This is an optimization exercise on Yosys and OpenROAD, whose aim is a short achievable clock period and few clock cycles, not a production implementation. Only simulation tests tie the RTL to the original design; equivalence was not proved.

==> design/flow/flow/run.sh <==
#!/bin/bash
# Standard ORFS layout (the standard.sh: its synthesis, floorplan, power
# grid, placement, CTS and routing), with three changes to how the timing
# repair works; the clock, the SDC and the design are the design's:
#  - the repair aims for a larger setup margin, so it sizes for speed;
#  - sizing may swap cells of different footprints;
#  - the port buffers are buf_4 cells instead of delay buffers.
set -euo pipefail
export SETUP_SLACK_MARGIN=${FLOW_SETUP_MARGIN:-11}
bash standard.sh MATCH_CELL_FOOTPRINT=0 \
  "BUFFER_PORTS_ARGS=-inputs -outputs -buffer_cell sky130_fd_sc_hd__buf_4" \
  finish > standard.log 2>&1
==> design/flow/standard.sh <==
#!/bin/bash
# synth_recipe.tcl (not shown) runs the flow's synth.tcl, then flattens the netlist and writes it again
# the make line also repeats each setting of config.mk as NAME=value (left out here)
make -C /OpenROAD-flow-scripts/flow DESIGN_CONFIG=/design/flow/config.mk WORK_HOME=/design/flow/orfs CLKGATE_MAP_FILE= SYNTH_SCRIPT=/design/flow/synth_recipe.tcl "${@:-finish}"
==> design/flow/config.mk <==
export PLATFORM = sky130hd
export DESIGN_NAME = CPU
export DESIGN_NICKNAME = CPU
export VERILOG_FILES = /design/flow/design.v
export SDC_FILE = /design/flow/constraint.sdc
export NUM_CORES = 4
export LEC_CHECK = 0
export CAP_MARGIN = 20
export CORE_MARGIN = 2
export CORE_UTILIZATION = 40
export SLEW_MARGIN = 20
==> design/flow/constraint.sdc <==
create_clock -name core_clock -period 14.0 [get_ports {CLK}]
set_input_delay 2.8000 -clock core_clock [delete_from_list [all_inputs] [get_ports {CLK}]]
set_output_delay 2.8000 -clock core_clock [all_outputs]
set_load 0.01 [all_outputs]
==> design/flow/design.v <==
module ALU (
   input  [15:0] A,
   input  [15:0] B,
   input  [15:0] X,       
   input  [15:0] FS,
   input         CIN,
   output [15:0] R,
   output        S,
   output        C,
   output        V
   );
   wire        ci = FS[1] | (FS[3] & CIN) | (FS[4] & ~CIN);
   wire [15:0] g0 = A & X;
   wire [15:0] p0 = A ^ X;
   wire [16:0] gi = {g0, ci};             
   wire [16:0] pi = {p0, 1'b0};
   wire [16:0] g1, p1, g2, p2, g3, p3, g4, p4, g5;
   genvar i;
   generate for (i = 0; i < 17; i = i + 1) begin : pf
      if (i >= 1)  begin : l1a assign g1[i] = gi[i] | (pi[i] & gi[i-1]);  assign p1[i] = pi[i] & pi[i-1]; end
      else         begin : l1b assign g1[i] = gi[i]; assign p1[i] = pi[i]; end
      if (i >= 2)  begin : l2a assign g2[i] = g1[i] | (p1[i] & g1[i-2]);  assign p2[i] = p1[i] & p1[i-2]; end
      else         begin : l2b assign g2[i] = g1[i]; assign p2[i] = p1[i]; end
      if (i >= 4)  begin : l3a assign g3[i] = g2[i] | (p2[i] & g2[i-4]);  assign p3[i] = p2[i] & p2[i-4]; end
      else         begin : l3b assign g3[i] = g2[i]; assign p3[i] = p2[i]; end
      if (i >= 8)  begin : l4a assign g4[i] = g3[i] | (p3[i] & g3[i-8]);  assign p4[i] = p3[i] & p3[i-8]; end
      else         begin : l4b assign g4[i] = g3[i]; assign p4[i] = p3[i]; end
      if (i >= 16) begin : l5a assign g5[i] = g4[i] | (p4[i] & g4[i-16]); end
      else         begin : l5b assign g5[i] = g4[i]; end
   end endgenerate
   wire [15:0] carry = g5[15:0];          
   wire        cout  = g5[16];
   wire [15:0] sum   = p0 ^ carry;
   wire        add_c = cout ^ (FS[2] | FS[4]);    
   wire        add_v = (A[15] == X[15]) & (sum[15] != A[15]);
   wire        arith = FS[1] | FS[2] | FS[3] | FS[4];
   assign R = ({16{FS[0]}}  & A)
            | ({16{arith}}  & sum)
            | ({16{FS[5]}}  & (A & B))
            | ({16{FS[6]}}  & (A | B))
            | ({16{FS[7]}}  & (A ^ B))
            | ({16{FS[8]}}  & ~A)
            | ({16{FS[9]}}  & {A[14:0], 1'b0})
            | ({16{FS[10]}} & {1'b0, A[15:1]})
            | ({16{FS[11]}} & ((&A) ? 16'h0000 : {A[15], A[15:1]}))
            | ({16{FS[12]}} & {A[14:0], CIN})
            | ({16{FS[13]}} & {CIN, A[15:1]})
            | ({16{FS[14]}} & {A[7:0], A[15:8]})
            | ({16{FS[15]}} & B);
   assign S = R[15];
   assign C = (arith & add_c)
            | ((FS[9] | FS[12]) & A[15])
            | ((FS[10] | FS[11] | FS[13]) & A[0]);
   assign V = (arith & add_v)
            | ((FS[9] | FS[12]) & (A[15] ^ A[14]))
            | (FS[10] & A[15])
            | (FS[13] & (A[15] ^ CIN));
endmodule
module REGFILE (
   input             CLK,
   input             RST,
   input      [6:1]  W1SEL,
   input      [15:0] W1DATA,
   input      [6:1]  W2SEL,
   input      [15:0] W2DATA,
   input      [7:1]  ASEL,
   input      [7:1]  BSEL,
   input      [7:1]  XPSEL,   
   input      [7:1]  XNSEL,   
   input             XONES,   
   input      [15:0] PC,
   output reg [15:0] ABUS,
   output reg [15:0] BBUS,
   output reg [15:0] XBUS
   );
   reg [15:0] R [1:6];
   integer i;
   always @(posedge CLK or negedge RST)
     if (!RST) begin
        for (i = 1; i < 7; i = i + 1) R[i] <= 16'h0000;
     end else begin
        for (i = 1; i < 7; i = i + 1)
          if (W1SEL[i])      R[i] <= W1DATA;
          else if (W2SEL[i]) R[i] <= W2DATA;
     end
   always @(*) begin
      ABUS = {16{ASEL[7]}} & PC;
      BBUS = {16{BSEL[7]}} & PC;
      XBUS = ({16{XPSEL[7]}} & PC) | ({16{XNSEL[7]}} & ~PC) | {16{XONES}};
      for (i = 1; i < 7; i = i + 1) begin
         ABUS = ABUS | ({16{ASEL[i]}} & R[i]);
         BBUS = BBUS | ({16{BSEL[i]}} & R[i]);
         XBUS = XBUS | ({16{XPSEL[i]}} & R[i]) | ({16{XNSEL[i]}} & ~R[i]);
      end
   end
endmodule
module DECODE (
   input  [15:0] W,
   output [7:1]  ASEL,    
   output [7:1]  BSEL,
   output [6:1]  DSEL,
   output [7:1]  XPSEL,   
   output [7:1]  XNSEL,
   output        XONES    
   );
   wire [6:0] op = W[15:9];
   assign XONES = (op == 7'd3);
   genvar i;
   generate for (i = 1; i < 8; i = i + 1) begin : g
      assign ASEL[i] = (W[8:6] == i);
      assign BSEL[i] = (W[5:3] == i);
      assign XPSEL[i] = (W[5:3] == i) && (op == 7'd4);
      assign XNSEL[i] = (W[5:3] == i) && (op == 7'd5);
      if (i < 7) begin : gd
         assign DSEL[i] = (W[2:0] == i);
      end
   end endgenerate
endmodule
module CLASSIFY (
   input  [6:0] OP,
   output       ALU,     
   output       LDI,     
   output       LD,      
   output       ST,      
   output       BR,      
   output       HALT,    
   output [15:0] FS      
   );
   genvar f;
   generate for (f = 0; f < 16; f = f + 1) begin : gf
      assign FS[f] = (OP == f + 1);
   end endgenerate
   assign ALU  = (OP >= 7'd1) && (OP <= 7'd16);
   assign LDI  = (OP == 7'd17);
   assign LD   = (OP == 7'd18);
   assign ST   = (OP == 7'd19);
   assign BR   = (OP >= 7'd20) && (OP <= 7'd30);
   assign HALT = (OP == 7'd127);
endmodule
module CPU (
   input  [15:0] DATA_I,
   output [15:0] DATA_O,
   output [15:0] ADDR,
   output        RD,
   output        WR,
   input         CLK,
   input         RST
   );
   localparam N  = 4;                 
   localparam NB = 4;                 
   localparam EW = 15 + 16 + 7 + 7 + 6 + 6 + 16 + 1 + 1 + 16 + 2;
   assign RD = 1'b1;
   reg [15:0] ADDR_R, DOUT_R;
   reg        WR_R;
   reg        PF;                     
   reg        PL;                     
   reg [6:1]  PLD;                    
   reg        DV;                     
   reg        LW;                     
   reg [6:1]  LWD;                    
   reg [15:0] FA;                     
   reg [15:0] NXT;                    
   reg [15:0] D_PC1;                  
   reg        D_PR, D_PT;             
   reg [15:0] D_ALT;                  
   reg [1:0]  D_IX;                   
   reg [2:0]  QV;                     
   reg [EW-1:0] Q [0:N-1];
   reg [15:0] RES;                    
   reg        S, C, V;
   reg        BV  [0:NB-1];
   reg [15:0] BTAG[0:NB-1];
   reg [15:0] BTGT[0:NB-1];
   reg        BPT [0:NB-1];
   reg [1:0]  BRP;                    
   assign ADDR   = ADDR_R;
   assign DATA_O = DOUT_R;
   assign WR     = WR_R;
   wire Z = (RES == 16'h0000);
   wire [15:0] IW, F0, P0, ALT0, W1, P1;
   wire [7:1]  A0, B0;
   wire [6:1]  D0;
   wire [5:0]  K0;
   wire        PR0, PT0, PR1;
   wire [1:0]  IX0;
   wire [7:1]  XP0, XN0;
   wire        XO0;
   assign {XP0, XN0, XO0, IW, A0, B0, D0, K0, P0, PR0, PT0, ALT0, IX0} = Q[0];
   genvar gf;
   generate for (gf = 0; gf < 16; gf = gf + 1) begin : gfs
      assign F0[gf] = (IW[15:9] == gf + 1);
   end endgenerate
   assign W1  = Q[1][EW-16 -: 16];
   assign P1  = Q[1][2+16+1+1 +: 16];
   assign PR1 = Q[1][2+16+1];
   wire        HAVE = (QV != 3'd0);
   wire        I_ALU = K0[0], I_LDI = K0[1], I_LD = K0[2],
               I_ST = K0[3], I_BR = K0[4], I_HALT = K0[5];
   wire        bad_head = HAVE & PR0 & ~I_BR;    
   wire        pbr      = PR0 & I_BR;            
   wire        need_imm = I_LDI | (I_BR & ~PR0);
   wire        imm_q    = (QV >= 3'd2);          
   wire        imm_ok   = imm_q | DV;
   wire [15:0] IMM      = imm_q ? W1 : DATA_I;
   wire        IMM_PR   = imm_q ? PR1 : D_PR;
   wire [15:0] IMM_P1   = imm_q ? P1 : D_PC1;
   wire [6:1]  pend     = ({6{PL}} & PLD) | ({6{LW}} & LWD);
   wire        hazard   = |((A0[6:1] | B0[6:1] | D0) & pend);
   wire        go       = HAVE & ~I_HALT & ~bad_head & ~hazard &
                          (~need_imm | imm_ok) & ~(I_LDI & LW);
   wire        halted   = HAVE & I_HALT & ~PR0;
   wire [15:0] ABUS, BBUS, XBUS, FOUT;
   wire        SOUT, COUT, VOUT;
   wire        w1  = go & I_ALU;
   wire [15:0] w1d = FOUT;
   wire [6:1]  w2sel = LW ? LWD : ({6{go & I_LDI}} & D0);
   wire [15:0] w2d = (LW | ~imm_q) ? DATA_I : W1;
   REGFILE REGFILE1 (.CLK(CLK), .RST(RST),
                     .W1SEL({6{w1}} & D0), .W1DATA(w1d),
                     .W2SEL(w2sel), .W2DATA(w2d),
                     .ASEL(A0), .BSEL(B0), .PC(P0),
                     .XPSEL(XP0), .XNSEL(XN0), .XONES(XO0),
                     .ABUS(ABUS), .BBUS(BBUS), .XBUS(XBUS));
   ALU ALU1 (.A(ABUS), .B(BBUS), .X(XBUS), .FS(F0), .CIN(C),
             .R(FOUT), .S(SOUT), .C(COUT), .V(VOUT));
   reg cond;
   always @(*)
     case (IW[13:9])
       5'd20:   cond = 1'b1;
       5'd21:   cond = C;
       5'd22:   cond = ~C;
       5'd23:   cond = Z;
       5'd24:   cond = ~Z;
       5'd25:   cond = S;
       5'd26:   cond = ~S;
       5'd27:   cond = V;
       5'd28:   cond = ~V;
       5'd29:   cond = S ^ V;
       5'd30:   cond = (S == V) & ~Z;
       default: cond = 1'b0;
     endcase
   wire taken_u  = go & I_BR & ~PR0 & cond;           
   wire mis_p    = go & pbr & (cond != PT0);          
   wire bad_imm  = go & need_imm & IMM_PR & ~taken_u;  
   wire redirect = taken_u | mis_p | bad_imm | bad_head;
   wire [15:0] rtarget = taken_u ? IMM : mis_p ? ALT0 : bad_imm ? IMM_P1
                                                     : P0 - 16'd1;
   wire memop    = go & (I_LD | I_ST);
   wire [1:0] used = ~go ? 2'd0 : need_imm ? 2'd2 : 2'd1;
   wire [2:0]  qv_next = redirect ? 3'd0 : QV + {2'b0, DV} - {1'b0, used};
   wire [7:1]  d_asel, d_bsel;
   wire [6:1]  d_dsel;
   wire [7:1]  d_xp, d_xn;
   wire        d_xo;
   wire [5:0]  d_cls;
   DECODE DECODE1 (.W(DATA_I), .ASEL(d_asel), .BSEL(d_bsel), .DSEL(d_dsel),
                   .XPSEL(d_xp), .XNSEL(d_xn), .XONES(d_xo));
   CLASSIFY CLASSIFY1 (.OP(DATA_I[15:9]), .ALU(d_cls[0]), .LDI(d_cls[1]),
                       .LD(d_cls[2]), .ST(d_cls[3]), .BR(d_cls[4]),
                       .HALT(d_cls[5]), .FS());
   wire [EW-1:0] d_entry = {d_xp, d_xn, d_xo, DATA_I, d_asel, d_bsel, d_dsel, d_cls,
                            D_PC1, D_PR, D_PT, D_ALT, D_IX};
   reg [EW-1:0] shq [0:N-1];
   reg          tak [0:N-1];
   integer j;
   always @(*)
     for (j = 0; j < N; j = j + 1) begin
        shq[j] = Q[j];
        if (used == 2'd1 && j + 1 < N) shq[j] = Q[j+1];
        if (used == 2'd2 && j + 2 < N) shq[j] = Q[j+2];
        tak[j] = ({1'b0, j[2:0]} + {2'b0, used}) >= {1'b0, QV};
     end
   wire [3:0] occ = {1'b0, QV} + {3'b0, DV} + {3'b0, PF};
   wire fetch = ~halted & ((occ < N) | ((occ < N + 1) & go) |
                           ((occ < N + 2) & go & need_imm));
   wire [15:0] fa_inc = FA + 16'd1;
   wire [15:0] fa_2   = FA + 16'd2;
   reg        hit, hpt;
   reg [15:0] htgt;
   reg [1:0]  hix;
   integer k;
   always @(*) begin
      hit = 1'b0; hpt = 1'b0; htgt = 16'h0000; hix = 2'd0;
      for (k = 0; k < NB; k = k + 1)
        if (BV[k] && BTAG[k] == FA) begin
           hit = 1'b1; hpt = hpt | BPT[k]; htgt = htgt | BTGT[k];
           hix = hix | k[1:0];
        end
   end
   wire [15:0] succ_new = ~hit ? fa_inc : hpt ? htgt : fa_2;
   wire [15:0] succ     = PF ? succ_new : NXT;
   wire [15:0] addr_next = memop ? ABUS : redirect ? rtarget : succ;
   always @(posedge CLK)
     if (!RST) begin
        ADDR_R <= 16'h0000; DOUT_R <= 16'h0000; WR_R <= 1'b0;
     end else begin
        if (memop | redirect | fetch) ADDR_R <= addr_next;
        DOUT_R <= BBUS;
        WR_R   <= memop & I_ST;
     end
   always @(posedge CLK or negedge RST)
     if (!RST) begin
        PF <= 1'b1; PL <= 1'b0; PLD <= 6'd0; DV <= 1'b0; LW <= 1'b0; LWD <= 6'd0;
        FA <= 16'h0000; NXT <= 16'h0000;
        D_PC1 <= 16'h0000; D_PR <= 1'b0; D_PT <= 1'b0; D_ALT <= 16'h0000; D_IX <= 2'd0;
        QV <= 3'd0;
        for (j = 0; j < N; j = j + 1) Q[j] <= {EW{1'b0}};
        RES <= 16'h0001; S <= 1'b0; C <= 1'b0; V <= 1'b0;
        for (k = 0; k < NB; k = k + 1) begin
           BV[k] <= 1'b0; BTAG[k] <= 16'h0000; BTGT[k] <= 16'h0000; BPT[k] <= 1'b0;
        end
        BRP <= 2'd0;
     end else begin
        DV  <= PF & ~redirect;
        LW  <= PL;
        LWD <= PLD;
        PL     <= memop & I_LD;
        PLD    <= D0;
        if (memop) begin
           PF <= 1'b0;
        end else if (redirect) begin
           FA <= rtarget; PF <= 1'b1;
        end else if (fetch) begin
           FA <= succ; PF <= 1'b1;
        end else
           PF <= 1'b0;
        if (PF) begin
           NXT <= succ_new;
           D_PC1 <= fa_inc; D_PR <= hit; D_PT <= hpt;
           D_ALT <= hpt ? fa_2 : htgt; D_IX <= hix;
        end
        QV <= qv_next;
        for (j = 0; j < N; j = j + 1)
           Q[j] <= tak[j] ? d_entry : shq[j];
        if (go & I_ALU) begin
           RES <= FOUT; S <= SOUT; C <= COUT; V <= VOUT;
        end
        if (go & I_BR & ~PR0) begin
           BV[BRP] <= 1'b1; BTAG[BRP] <= P0 - 16'd1; BTGT[BRP] <= IMM;
           BPT[BRP] <= cond; BRP <= BRP + 2'd1;
        end else if (go & pbr)
           BPT[IX0] <= cond;
        else if (bad_head)
           BV[IX0] <= 1'b0;
     end
endmodule
==> summary.md, run 1 <==
| Metric | Value |
|---|---|
| Worst Setup Path Type | `register to register` |
| Via/cell ratio | `6.61` |
| Reg2reg start | `Q[0][21]` |
| Final Skew | `0.0429 ns` |
| Unrepaired setup endpoints after global routing | `yes` |
| CTS tree | `built` |
| Synth Area in XOR/XNOR | `2.73%` |
| Fin. max-slew vios | `0` |
| Least-Margin Pin Slew | `1.31 ns` |
| CP endpoint kind | `register` |
| Port-buffer cells | `50` |
| Asr flop ratio synth | `95.5%` |
| Post-DP HPWL | `96.0 mm` |
| CP max-delay cell | `dfrtp_2` |
| Antenna-violating nets left | `0` |
| Vias | `43,020` |
| Family with the most delay on the worst path | `compound AO/OA/AOI/OAI gates` |
| Final WL | `199 mm` |
| Main combinational cell family by area after synthesis | `compound AO/OA/AOI/OAI gates` |
| Final Setup Violations | `0` |
| Cts hold-fix bufs | `0` |
| Critical Path Start Type | `register` |
| Die ar. | `106,000 um2` |
| Reg2reg path depth | `18` |
| Initial antenna violation count | `4` |
| CP max FO | `5` |
| Mean post-synth cell area | `8.85 um2` |
| Run status | `timing/DRC/antenna clean` |
| Synth Area in Compound Gates | `20.0%` |
| Worst skew pair latency | `0.69 ns` |
| Post-route clock period utilization | `29.2%` |
| Hold WS | `0.380 ns` |
| Mux cell area share after synthesis | `8.62%` |
| Global-route wire length before repair | `270 mm` |
| YS warnings | `10` |
| Setup TNS Final | `0 ns` |
| Buf+Inv Stages, Crit Path | `7` |
| Non-filler cells in the finished layout | `6,508` |
| Fin crit period | `4.09 ns` |
| Final Wtd Congestion | `0.957` |
| Placed cells | `5,779` |
| Post-synth EDFFs | `0` |
| Fin. Hold Viols | `0` |
| Main flop type after synthesis | `dfrtp_1` |
| Layout cell share with drive strength beyond 1 | `34.9%` |
| Ports | `52` |
| CTS clock-pin slew for the worst setup and hold paths | `0.07 ns` |
| Initial core utilization | `40.5%` |
| Adder-cell share of the synthesized area | `2.29%` |
| Worst Hold Class | `register to register` |
| Remaining Overflow, GRT | `0` |
| Yosys cell types | `106` |
| Clock Path Buffers | `3` |
| GRT Overall Usage | `34.0%` |
| Highest clock rate | `245 MHz` |
| Mapped Cells | `4,673` |
| Worst Path Required | `14.54 ns` |
| Vias in the first global route | `38,902` |
| Worst stage delay on the critical path | `0.49 ns` |
| Largest net degree at the start of global routing | `92` |
| Drt initial violations | `7,337` |
| Placeable Area | `102,000 um2` |
| Critical Path AT | `4.63 ns` |
| Worst Hold Depth | `0` |
| Cell Area, Synth | `41,300 um2` |
| H-tree levels | `3` |
| HP Start | `PLD[2]` |
| Slew Limit Headroom | `12.3%` |
| Nets | `5,162` |
| Simple-Gate Fraction of Synth Area | `17.5%` |
| Critical path origin | `Q[0][21]` |
| 1st-pass router iterations | `11` |
| Max-cap check violation count | `0` |
| Sequential-to-total area share from yosys stat | `44.1%` |
| Area Overhead vs Synth | `40.9%` |
| Root buf cell | `clkbuf_16` |
| Routed wire length per instance | `30.6 um` |
| Register bit total from synthesis | `735` |
| Die X | `325 um` |
| DRC violations left | `0` |
| RR Endpoint | `REGFILE1.R[4][6]` |
| Num CTS Buffers | `83` |
| Site row count | `117` |
| Die height | `325 um` |
| Worst path cell trace | `mux2_4 > a2111oi_4 > nand4_1 > ha_4 > buf_4 > buf_6 > buf_6 > buf_6 > o21a_1 > o21ai_2 > o31a_1 > buf_4 > buf_4 > xnor2_2 > a221oi_2 > buf_4 > mux2_4 > o21ai_1` |
| R2r setup slk | `9.91 ns` |
| Hold EP | `LWD[2]` |
| Synthesized net count | `4,765` |
| Clock Sinks | `735` |
| CP most frequent cell | `buf_4` |
## worst max path at each step
stage | endpoint | slack [ns] | depth (start not counted)
after floorplan | FA[12] | 10.22 | 6
after global placement | Q[3][10] | 7.16 | 14
after detailed placement | Q[3][10] | 7.09 | 14
after CTS | ADDR[4] | 10.08 | 1
after global routing | REGFILE1.R[4][6] | 9.93 | 18
final | REGFILE1.R[4][6] | 9.91 | 18
## flip-flops by register name, indices dropped and copies added, names as in the netlist, 15 cells and up
register	cells
Q	363
BTGT	64
ADDR_R	16
D_ALT	16
FA	16
D_PC1	16
BTAG	64
REGFILE1.R	96
NXT	16
RES	15
DOUT_R	16
## synth_stat cells, types with 23 or more instances
master	count	area, um2
nor2_1	271	1020
a222oi_1	47	470
nor2b_1	40	250
dfxtp_1	33	661
buf_4	23	173
mux2_2	111	1250
a221oi_1	36	315
ha_1	71	888
a22oi_1	101	758
clkbuf_1	299	1120
nand3_1	217	1090
dfrtp_1	700	17500
inv_1	73	274
xnor2_1	104	911
xor2_1	25	219
mux2i_1	229	2290
nor3_1	31	155
o211ai_1	178	1340
o21ai_0	444	2220
nand2_1	859	3220
nand4_1	48	300
buf_2	45	225
a21oi_1	327	1640
## cell type report
type | instances | area, um2
repair buffers | 671 | 8740
multi-input cells | 3502 | 26200
inverters | 76 | 325
clock inverters | 27 | 400
flip-flops and latches | 735 | 18400
diodes | 3 | 7.51
repair inverters | 1 | 7.51
well taps | 1368 | 1710
clock buffers | 125 | 2430
fillers | 8265 | 44000
## kinds of logic (layout without fill, tap and decap cells)
group / count (synthesis) / in the layout
adders and majority gates: 74 / 74
muxes: 341 / 341
AOI/OAI and AO/OA: 1307 / 1313
other: 1 / 4
and+or+nand+nor: 1622 / 1644
xor gates and xnor gates: 129 / 129
buffers and inverters: 464 / 900
DFF: 735 / 735
## layout by cell type, fill, tap and decap left out, types with 83 or more instances in the layout
master     count
nand2_1      704
dfrtp_1      650
buf_4        317
a21oi_1      286
nor2_1       212
o21ai_2      211
nand3_1      196
mux2i_1      193
o211ai_1     178
o21ai_1      155
clkbuf_16    152
buf_6        134
a22oi_1       99
buf_12        97
xnor2_1       83
## per-layer routing
layer	up-vias	global-route usage (%)	part of all wire [%]
met5	-	0.0906	0.021
met4	6	16.7	7.0
met3	969	12.3	16
met2	3495	47.6	40
met1	20913	46.2	37
li1	17637	-	-
## worst register-to-register path, delay by kind of cell, from the launching register on
family,cells,cell delay [ns]
buffers and inverters,7,0.84
AND/OR/NAND/NOR,1,0.34
adder cells (fa/ha/maj),1,0.41
XOR/XNOR,1,0.13
AO/OA/AOI/OAI,6,1.24
flip-flops,1,0.49
multiplexers,2,0.47
## through the flow
stage                     setup WS (ns)  instance area (um2)  util, %
after CTS                         10.08                54700     53.5
after global routing               9.93                58200     57.0
after global placement             7.16                43600     42.6
final                              9.91                58200     57.0
after floorplan                   10.22                43200        -
after detailed placement           7.09                43600     42.6
## what timing repair did
action                                   CTS  global route
pin swaps                                234           251
resized for setup                        885           496
endpoints found under the setup margin  1350           747
gates cloned                              99            35
buffers inserted                         336           104
Testbench counts, summed over its fixed seeds: cycles 32,186.
==> run 2: changes to the inputs <==
--- a/design/flow/design.v
+++ b/design/flow/design.v
@@ -147,5 +147,5 @@
    input         RST
    );
-   localparam N  = 4;                 
+   localparam N  = 3;                 
    localparam NB = 4;                 
    localparam EW = 15 + 16 + 7 + 7 + 6 + 6 + 16 + 1 + 1 + 16 + 2;
@@ -301,12 +301,10 @@
    always @(posedge CLK or negedge RST)
      if (!RST) begin
-        PF <= 1'b1; PL <= 1'b0; PLD <= 6'd0; DV <= 1'b0; LW <= 1'b0; LWD <= 6'd0;
-        FA <= 16'h0000; NXT <= 16'h0000;
-        D_PC1 <= 16'h0000; D_PR <= 1'b0; D_PT <= 1'b0; D_ALT <= 16'h0000; D_IX <= 2'd0;
+        PF <= 1'b1; PL <= 1'b0; DV <= 1'b0; LW <= 1'b0;
+        FA <= 16'h0000;
         QV <= 3'd0;
-        for (j = 0; j < N; j = j + 1) Q[j] <= {EW{1'b0}};
         RES <= 16'h0001; S <= 1'b0; C <= 1'b0; V <= 1'b0;
         for (k = 0; k < NB; k = k + 1) begin
-           BV[k] <= 1'b0; BTAG[k] <= 16'h0000; BTGT[k] <= 16'h0000; BPT[k] <= 1'b0;
+           BV[k] <= 1'b0;
         end
         BRP <= 2'd0;
@@ -314,7 +312,5 @@
         DV  <= PF & ~redirect;
         LW  <= PL;
-        LWD <= PLD;
         PL     <= memop & I_LD;
-        PLD    <= D0;
         if (memop) begin
            PF <= 1'b0;
@@ -325,22 +321,27 @@
         end else
            PF <= 1'b0;
-        if (PF) begin
-           NXT <= succ_new;
-           D_PC1 <= fa_inc; D_PR <= hit; D_PT <= hpt;
-           D_ALT <= hpt ? fa_2 : htgt; D_IX <= hix;
-        end
         QV <= qv_next;
-        for (j = 0; j < N; j = j + 1)
-           Q[j] <= tak[j] ? d_entry : shq[j];
         if (go & I_ALU) begin
            RES <= FOUT; S <= SOUT; C <= COUT; V <= VOUT;
         end
         if (go & I_BR & ~PR0) begin
-           BV[BRP] <= 1'b1; BTAG[BRP] <= P0 - 16'd1; BTGT[BRP] <= IMM;
-           BPT[BRP] <= cond; BRP <= BRP + 2'd1;
-        end else if (go & pbr)
-           BPT[IX0] <= cond;
-        else if (bad_head)
+           BV[BRP] <= 1'b1; BRP <= BRP + 2'd1;
+        end else if (bad_head)
            BV[IX0] <= 1'b0;
      end
+   always @(posedge CLK) begin
+      LWD <= PLD;
+      PLD <= D0;
+      if (PF) begin
+         NXT <= succ_new;
+         D_PC1 <= fa_inc; D_PR <= hit; D_PT <= hpt;
+         D_ALT <= hpt ? fa_2 : htgt; D_IX <= hix;
+      end
+      for (j = 0; j < N; j = j + 1)
+         Q[j] <= tak[j] ? d_entry : shq[j];
+      if (go & I_BR & ~PR0) begin
+         BTAG[BRP] <= P0 - 16'd1; BTGT[BRP] <= IMM; BPT[BRP] <= cond;
+      end else if (go & pbr)
+         BPT[IX0] <= cond;
+   end
 endmodule
==> run 2 against run 1 <==
  * First-iteration DRC count shrank 35%
  * Die area shrank 16%
  * Fmax grew 0.53%
  * Still clean
  * Via count shrank 27%
  * Final area shrank 15%
  * Highest routed layer unchanged
==> summary.md, run 2 <==
| Metric | Value |
|---|---|
| Run status | `timing/DRC/antenna clean` |
| CP max FO | `6 (+1)` |
| Register bit total from synthesis | `642 (-13%)` |
| H-tree levels | `3 (unchanged)` |
| Clock Sinks | `642 (-13%)` |
| Reg2reg path depth | `15 (-3)` |
| Fin util | `57.7% (+0.76 points)` |
| YS warnings | `7 (-3)` |
| Worst Hold Depth | `0 (unchanged)` |
| Count leader, synth | `edfxtp_1` |
| Slew Limit Headroom | `30.2% (+18 points)` |
| Worst path cell trace | `buf_4 > mux2i_1 > nand2_1 > a2111oi_4 > nand4_1 > ha_4 > nand3_4 > or3b_4 > a21oi_4 > o41ai_4 > or2_1 > mux2i_2 > a221oi_4 > buf_6 > o21ai_2` |
| Worst Setup Path Type | `register to register` |
| Setup slack after layout | `9.94 ns (+0.0217 ns)` |
| Post-route clock period utilization | `29.0% (-0.16 points)` |
| Highest clock rate | `246 MHz (+0.53%)` |
| Largest net degree at the start of global routing | `59 (-36%)` |
| Via/cell ratio | `6.58 (-0.53%)` |
| Fin. max-slew vios | `0 (unchanged)` |
| Layout cell share with drive strength beyond 1 | `40.4% (+5.5 points)` |
| Site row count | `107 (-8.5%)` |
| Cts hold-fix bufs | `0 (unchanged)` |
| Antenna-violating nets left | `0 (unchanged)` |
| Nets | `3,672 (-29%)` |
| Vias | `31,484 (-27%)` |
| Fin. Hold Viols | `0 (unchanged)` |
| Vias in the first global route | `29,982 (-23%)` |
| Placeable Area | `85,300 um2 (-17%)` |
| Fin crit period | `4.06 ns (-0.0217 ns)` |
| Post-place setup slack | `8.06 ns (+0.969 ns)` |
| Die height | `298 um (-8.5%)` |
| Root buf cell | `clkbuf_16` |
| Die X | `298 um (-8.5%)` |
| Synth top area share | `38.1% (-4.3 points)` |
| Family with the most delay on the worst path | `simple AND/OR/NAND/NOR gates` |
| Met1 usage | `42.5% (-3.6 points)` |
| Asr flop ratio synth | `22.3% (-73 points)` |
| Reg2reg start | `Q[0][90]` |
| Biggest regs | `Q (270), REGFILE1.R (96)` |
| Max-cap check violation count | `0 (unchanged)` |
| Initial antenna violation count | `3 (-1)` |
| Final WL | `154 mm (-23%)` |
| Final Skew | `0.0420 ns (-0.000969 ns)` |
| Post-synth EDFFs | `438 (+438)` |
| M3 GR Usage | `9.51% (-2.8 points)` |
| Met2 GRT Util | `49.0% (+1.3 points)` |
| Max reg flops | `270 (-26%)` |
| Grt peak-use layer | `met2` |
| Die ar. | `88,600 um2 (-16%)` |
| Area Overhead vs Synth | `42.7%` |
| Global-route wire length before repair | `211 mm (-22%)` |
| CP max-delay cell | `edfxtp_1` |
| Unrepaired setup endpoints after global routing | `yes` |
| Area contributors post-synth | `edfxtp_1 38%, dfrtp_1 10%, mux2i_1 5.4%, mux2_2 4.8%, dfxtp_1 3.5%` |
| Sequential-to-total area share from yosys stat | `52.0% (+7.9 points)` |
| Num CTS Buffers | `72 (-13%)` |
| Initial core utilization | `40.5% (about the same)` |
| 1st-pass router iterations | `14 (+3)` |
| Ports | `52 (unchanged)` |
| Worst Hold Class | `register to register` |
| CTS tree | `built` |
| Largest Register | `Q` |
| Critical Path Start Type | `register` |
| Mapped Cells | `3,116 (-33%)` |
| Main flop type after synthesis | `edfxtp_1` |
| Buf+Inv Stages, Crit Path | `2 (-5)` |
| Placed cells | `4,144 (-28%)` |
| Post-DP HPWL | `79.4 mm (-17%)` |
| Final Setup Violations | `0 (unchanged)` |
| Cell Area, Synth | `34,500 um2 (-17%)` |
| Final Wtd Congestion | `0.944 (-1.3%)` |
| Drt initial violations | `4,798 (-35%)` |
| Worst stage delay on the critical path | `0.55 ns (+0.06 ns)` |
| Post-synth top area cell | `edfxtp_1` |
| Routed wire length per instance | `32.2 um (+5.1%)` |
| Worst skew pair latency | `0.67 ns (-0.02 ns)` |
| Remaining Overflow, GRT | `0 (unchanged)` |
| DRC violations left | `0 (unchanged)` |
| Port-buffer cells | `50 (unchanged)` |
| Synthesized net count | `3,204 (-33%)` |
| Most frequent cells in the layout | `438 x edfxtp_1, 237 x buf_4, 179 x mux2i_1, 178 x buf_6, 146 x nand2_1` |
| Hold EP | `LWD[4]` |
| Clock Path Buffers | `3 (unchanged)` |
| Non-filler cells in the finished layout | `4,788 (-26%)` |
| Setup TNS Final | `0 ns (unchanged)` |
| CP endpoint kind | `register` |
| Worst Path Required | `14.51 ns (-0.03 ns)` |
| Most common cell after layout, fill and taps aside | `edfxtp_1` |
| HP Start | `PLD[4]` |
| GRT Overall Usage | `32.4% (-1.6 points)` |
| Mean post-synth cell area | `11.1 um2 (+25%)` |
| Critical Path AT | `4.58 ns (-0.05 ns)` |
| R2r setup slk | `9.94 ns (+0.02 ns)` |
| Top cells by count, synth | `438 x edfxtp_1, 248 x nand2_1, 210 x o21ai_0` |
| Yosys cell types | `99 (-6.6%)` |
| RR Endpoint | `REGFILE1.R[3][14]` |
| CTS clock-pin slew for the worst setup and hold paths | `0.06 ns (about the same)` |
| Least-Margin Pin Slew | `1.05 ns (-0.259 ns)` |
-- run 2: kinds of logic after synthesis --
group | share of synthesized area, %
AND/OR/NAND/NOR | 13.0
AO/OA/AOI/OAI | 14.8
flip-flops | 52.0
multiplexers | 10.4
buffers and inverters | 4.03
XOR/XNOR | 3.07
adder cells (fa/ha/maj) | 2.60
other | 0.0218
-- run 2: worst max path at each step --
stage / start / endpoint / slack (ns) / depth (start not counted)
finish: Q[0][90] / REGFILE1.R[3][14] / 9.94 / 15
global route: Q[0][82] / REGFILE1.R[2][13] / 9.89 / 18
CTS: ADDR_R[2] / ADDR[2] / 10.04 / 1
detailed placement: QV[2] / Q[2][79] / 8.06 / 9
global placement: Q[0][57] / Q[0][80] / 8.08 / 10
floorplan: Q[0][57] / Q[0][0] / 10.01 / 13
-- run 2: routing by layer --
layer,share of wire [%],up-vias
met2,43,2424
met4,6.8,4
met1,38,15686
met3,12,662
met5,0.029,-
li1,-,12708
-- run 2: timing repair --
item | 4_1_cts | 5_1_grt
pin swaps | 206 | 147
setup buffers | 302 | 103
resized for setup | 829 | 375
gates cloned | 94 | 11
endpoints found under the setup margin | 930 | 887
-- run 2: area by class of cell --
cell class	instances	area, um2
fillers	6411	36000
multi-input cells	2175	19400
flip-flops and latches	642	18000
repair buffers	599	7590
clock buffers	106	2000
well taps	1144	1430
inverters	91	393
clock inverters	27	323
repair inverters	3	45.0
diodes	1	2.50
-- run 2: worst register-to-register path, stage by stage (launching register included) --
cell and delay (ns):
edfxtp_1 0.55, buf_4 0.22, mux2i_1 0.16, nand2_1 0.12
a2111oi_4 0.25, nand4_1 0.37, ha_4 0.44, nand3_4 0.09
or3b_4 0.42, a21oi_4 0.17, o41ai_4 0.12, or2_1 0.27
mux2i_2 0.17, a221oi_4 0.33, buf_6 0.19, o21ai_2 0.06
-- run 2: per-stage QoR --
step | instance area, um2 | hold WS, ns
2_1_floorplan | 35600 | 0.331
3_3_place_gp | 36600 | 0.347
3_5_place_dp | 36600 | 0.339
4_1_cts | 46600 | 0.352
5_1_grt | 49200 | 0.370
6_report | 49200 | 0.359
Testbench counts of run 2, summed over its fixed seeds: cycles 32,384.

-- static timing again, ports no longer ideal --
Ports are ideal in the flow. The routed layouts listed here were re-timed in OpenROAD. Step 1 sets driving cells, clkbuf_16 on the clock port and buf_2 on the other inputs (assumed; they add their load-dependent delay and slew). Step 2 moves the port delays by t, midway between the first and last clock arrival at a register: inputs arrive t later, outputs are due t later. That takes back most of the time a late clock gives input paths. Slacks: no drivers / after step 1 / after step 2; pairs: no drivers / after step 1.
run	t, ns	slack for setup (ns)	hold WS [ns]	pins driven straight from the clock port
run 1	0.744	9.913 / 9.913 / 9.733	0.380 / 0.380 / 0.380	1
run 2	0.716	9.935 / 9.935 / 9.859	0.359 / 0.359 / 0.359	1
After both steps setup and hold are still met in every run listed. For run 1, which loses most, drivers alone change the setup slack by 0.000 ns; drivers and shift together by -0.180 ns.
